This is an optimization exercise on Yosys and OpenROAD, whose aim is small area and a short achievable clock period, not a production implementation. Function was checked by simulation only, so behaviour that the tests miss may differ from the original. No activity file was given, so power comes from the tool's default toggle rates.

P:
// LDL_rr_pri_v1
module  LDL_rr_pri_v1
#(parameter
    BIN_WIDTH  =  5
   ,COS_WIDTH  =  3
   ,USER_WIDTH =  8
   ,REQ_WIDTH  = (1 << BIN_WIDTH)
)(
     input                          clk
   , input                          rst
   , input       [REQ_WIDTH -1:0]   req
   , input       [REQ_WIDTH*COS_WIDTH -1:0]  icos   
   , input       [REQ_WIDTH*USER_WIDTH -1:0]  iuser
   , input                          ready
   ,output       [REQ_WIDTH -1:0]   ack
   ,output reg   [BIN_WIDTH -1:0]   bin
   ,output reg                      valid
   ,output reg   [USER_WIDTH -1:0]  ouser
   ,output reg   [ COS_WIDTH -1:0]  ocos
);
reg  [COS_WIDTH -1:0]  max_cos;
reg  [REQ_WIDTH -1:0]  run;
always @* begin
    run = req;
    for (int b=COS_WIDTH-1; b>=0; b--) begin
        max_cos[b] = 1'b0;
        for (int i=0; i<REQ_WIDTH; i++)
            max_cos[b] = max_cos[b] | (run[i] & icos[i*COS_WIDTH + b]);
        for (int i=0; i<REQ_WIDTH; i++)
            run[i] = run[i] & (icos[i*COS_WIDTH + b] | ~max_cos[b]);
    end
end
wire  load = ~valid | ready;
wire [REQ_WIDTH -1:0]  cand = run & ~{1'b0, ack[REQ_WIDTH-2:0]} & {REQ_WIDTH{load}};
reg  [REQ_WIDTH -1:0]  upper;
always @* begin
    for (int i=0; i<REQ_WIDTH; i++)
        upper[i] = (i > bin) || (bin == REQ_WIDTH-1);
end
wire                   any_u = |(cand & upper);
wire                   any   = |cand;
wire [REQ_WIDTH -1:0]  pick  = cand & (upper | {REQ_WIDTH{~any_u}});
wire [REQ_WIDTH -1:0]  gnt;
LDL_rr_first32 first (.x(pick), .y(gnt));
reg  [BIN_WIDTH -1:0]  nx_bin;
reg  [USER_WIDTH -1:0] nx_user;
always @* begin
    nx_bin  = bin   & {BIN_WIDTH{~any}};
    nx_user = ouser & {USER_WIDTH{~any}};
    for (int i=0; i<REQ_WIDTH; i++) begin
        nx_bin  = nx_bin  | ({BIN_WIDTH{gnt[i]}} & i[BIN_WIDTH-1:0]);
        nx_user = nx_user | ({USER_WIDTH{gnt[i]}} & iuser[i*USER_WIDTH +: USER_WIDTH]);
    end
end
    always @(posedge clk, posedge rst)
begin
    if (rst) begin
        valid <= 1'b0;
        bin   <= {BIN_WIDTH{1'b0}};
        ocos  <= {COS_WIDTH{1'b0}};
        ouser <= {USER_WIDTH{1'b0}};
    end
    else begin
        valid <= any | ~load;
        bin   <= nx_bin;
        ocos  <= any ? max_cos : ocos;
        ouser <= nx_user;
  ...
Size in the first run: about 780 cells after synthesis, about 17 flip-flops, about 440 I/O pins.
export LEC_CHECK = 0
export CAP_MARGIN = 20
export CORE_AREA = 2 2 148 148
export DIE_AREA = 0 0 150 150
export SLEW_MARGIN = 70
export SYNTH_HIERARCHICAL = 1
create_clock -name core_clock -period 60.0 [get_ports {clk}]
standard.sh (not shown) runs the stock make flow with config.mk's settings and CLKGATE_MAP_FILE= SYNTH_SCRIPT=/design/flow/synth_recipe.tcl, a recipe that flattens the netlist after the stock synthesis.
==> flow/flow/run.sh <==
#!/bin/bash
# Layout flow: the standard ORFS flow (standard.sh) with these changes:
#  - synthesis maps the logic with ABC scripts of our own: the modules named in
#    flow/fast_modules.txt with flow/fast.abc, then everything else with
#    flow/area.abc; the rest of synthesis is the standard flow's own script, unchanged;
#  - the port buffers are the smallest plain buffer (buf_1);
#  - the cells in flow/area_dont_use.txt (one per line) are kept out of the
#    flow/area.abc mapping;
#  - extra make settings from flow/knobs.txt, one NAME=value per line.
set -euo pipefail
W=$PWD
# The standard flow's synthesis script as standard.sh names it
ORIG=$(grep -o 'SYNTH_SCRIPT=[^ ]*' standard.sh | head -1 | cut -d= -f2- | tr -d "'")
AREA_DU=""
if [[ -f flow/area_dont_use.txt ]]; then
  while IFS= read -r c; do [[ -n "$c" ]] && AREA_DU+=" -dont_use $c"; done < flow/area_dont_use.txt
fi
FAST=""
if [[ -f flow/fast_modules.txt ]]; then FAST=$(tr '\n' ' ' < flow/fast_modules.txt); fi
cat > "$W/my_synth.tcl" <<EOT
proc abc {args} {
  set i [lsearch -exact \$args -script]
  set fast \$args
  set area \$args
  if {\$i >= 0} {
    lset fast [expr {\$i + 1}] {$W/flow/fast.abc}
    lset area [expr {\$i + 1}] {$W/flow/area.abc}
  }
  foreach m {$FAST} { yosys abc {*}\$fast \$m }
  yosys abc {*}\$area$AREA_DU
}
source {$ORIG}
EOT
KNOBS=()
if [[ -f flow/knobs.txt ]]; then
  while IFS= read -r l; do [[ -n "$l" ]] && KNOBS+=("$l"); done < flow/knobs.txt
fi
bash standard.sh "SYNTH_SCRIPT=$W/my_synth.tcl" \
  "BUFFER_PORTS_ARGS=-buffer_cell sky130_fd_sc_hd__buf_1" "${KNOBS[@]}" finish > standard.log 2>&1
==> flow/flow/area.abc <==
strash
dc2
&get -n
&st
&dch -f
&nf -R 100
&put
topo
buffer -c
upsize -c
dnsize -c
==> flow/flow/area_dont_use.txt <==
sky130_fd_sc_hd__nor4_1
sky130_fd_sc_hd__nor4b_1
sky130_fd_sc_hd__nor4bb_1
==> flow/flow/fast.abc <==
strash
dch
map -B 0.9
topo
stime -c
buffer -c
upsize -c
dnsize -c
==> flow/flow/fast_modules.txt <==
LDL_rr_first32
P went all the way through synthesis, placement and routing and the layout is clean on timing, DRC and antenna.
### P -> Q
diff --git a/flow/flow/run.sh b/flow/flow/run.sh
--- a/flow/flow/run.sh
+++ b/flow/flow/run.sh
@@ -7,2 +6,0 @@
-#  - the cells in flow/area_dont_use.txt (one per line) are kept out of the
-#    flow/area.abc mapping;
@@ -14,4 +11,0 @@
-AREA_DU=""
-if [[ -f flow/area_dont_use.txt ]]; then
-  while IFS= read -r c; do [[ -n "$c" ]] && AREA_DU+=" -dont_use $c"; done < flow/area_dont_use.txt
-fi
@@ -30 +24 @@
-  yosys abc {*}\$area$AREA_DU
+  yosys abc {*}\$area
diff --git a/flow/config.mk b/flow/config.mk
--- a/flow/config.mk
+++ b/flow/config.mk
@@ -11 +11 @@
-export SLEW_MARGIN = 70
+export SLEW_MARGIN = 60
removed: flow/flow/area_dont_use.txt
### Flow results
Diff P..Q | share of cell area taken by flip-flops and latches | negligible
Placed standard-cell area, Q vs P: down by a few percent
Looking at number of different library cells in the post-synthesis netlist, Q sits 4.2% above P.
Shortest period the worst path allows, P and Q, lower one = P.
#### Input delta (R over Q)
diff --git a/flow/config.mk b/flow/config.mk
--- a/flow/config.mk
+++ b/flow/config.mk
@@ -11 +11 @@
-export SLEW_MARGIN = 60
+export SLEW_MARGIN = 70
[summary]
- Q finished every stage and its layout cleared the timing, DRC and antenna checks.
- R went all the way through the flow, and no timing, DRC or antenna check failed.
- Per the comparison of R with Q, power of the clock network down about 5%; total non-filler cell area in the finished layout up about 2.4%; number of clock buffers inserted by TritonCTS flat; first-pass GRT wire length up 330 um.
- Cmp Q and R / routed wire length / lower: R
- Summary of R over Q: worst-skew pair later-pin latency moved down; total power moved up; worst hold slack across all endpoints moved down; sequential power moved up; count of buffering cells on the critical path with inverters included moved up.
Here is what was changed in the inputs of S compared with R.
==> flow/flow/area.abc <==
strash
dc2
&get -n
&st
&dch -f
&nf -R 50
&put
topo
buffer -c
upsize -c
dnsize -c
[summary]
- On via count, S and R are basically level.
- In the flow results for S and R, the routed length on met1 is smaller on R.
- Relative to R, the total design power of S is higher by about 1.8%.
- Compared S against R; sequential share of layout area within noise.
- Of S and R, R shows the lower wire length of the first global-routing pass, with S above it.

-- static timing again, ports no longer ideal --
The results above use ideal ports. As a check the final layouts listed here were re-extracted and re-timed, cells and wires unchanged.
Step 1 (the two cells are an assumption about what drives the block):
set clk [get_ports {clk}]
set_driving_cell -lib_cell sky130_fd_sc_hd__clkbuf_16 $clk
set_driving_cell -lib_cell sky130_fd_sc_hd__buf_2 [delete_from_list [all_inputs] $clk]
Step 2 adds t to the input delays and takes it off the output delays; t is the mean of the earliest and latest rising clock arrival at the registers after step 1. Input paths then give back, and output paths get back, about the clock's delay inside the block.
a / b / c = ideal / step 1 / step 2; a / b = the first two.
run | shift t [ns] | slack for setup (ns) | cell pins on the clock port's net
P | 0.282 | 40.264 / 40.273 / 39.990 | 1
Q | 0.292 | 39.773 / 39.781 / 39.489 | 1
R | 0.283 | 40.485 / 40.487 / 40.204 | 1
S | 0.291 | 39.822 / 39.824 / 39.533 | 1
After both steps setup and hold are still met in every run listed. The setup slack of S, which loses most, moves by +0.002 ns with the drivers and by -0.289 ns with both steps.
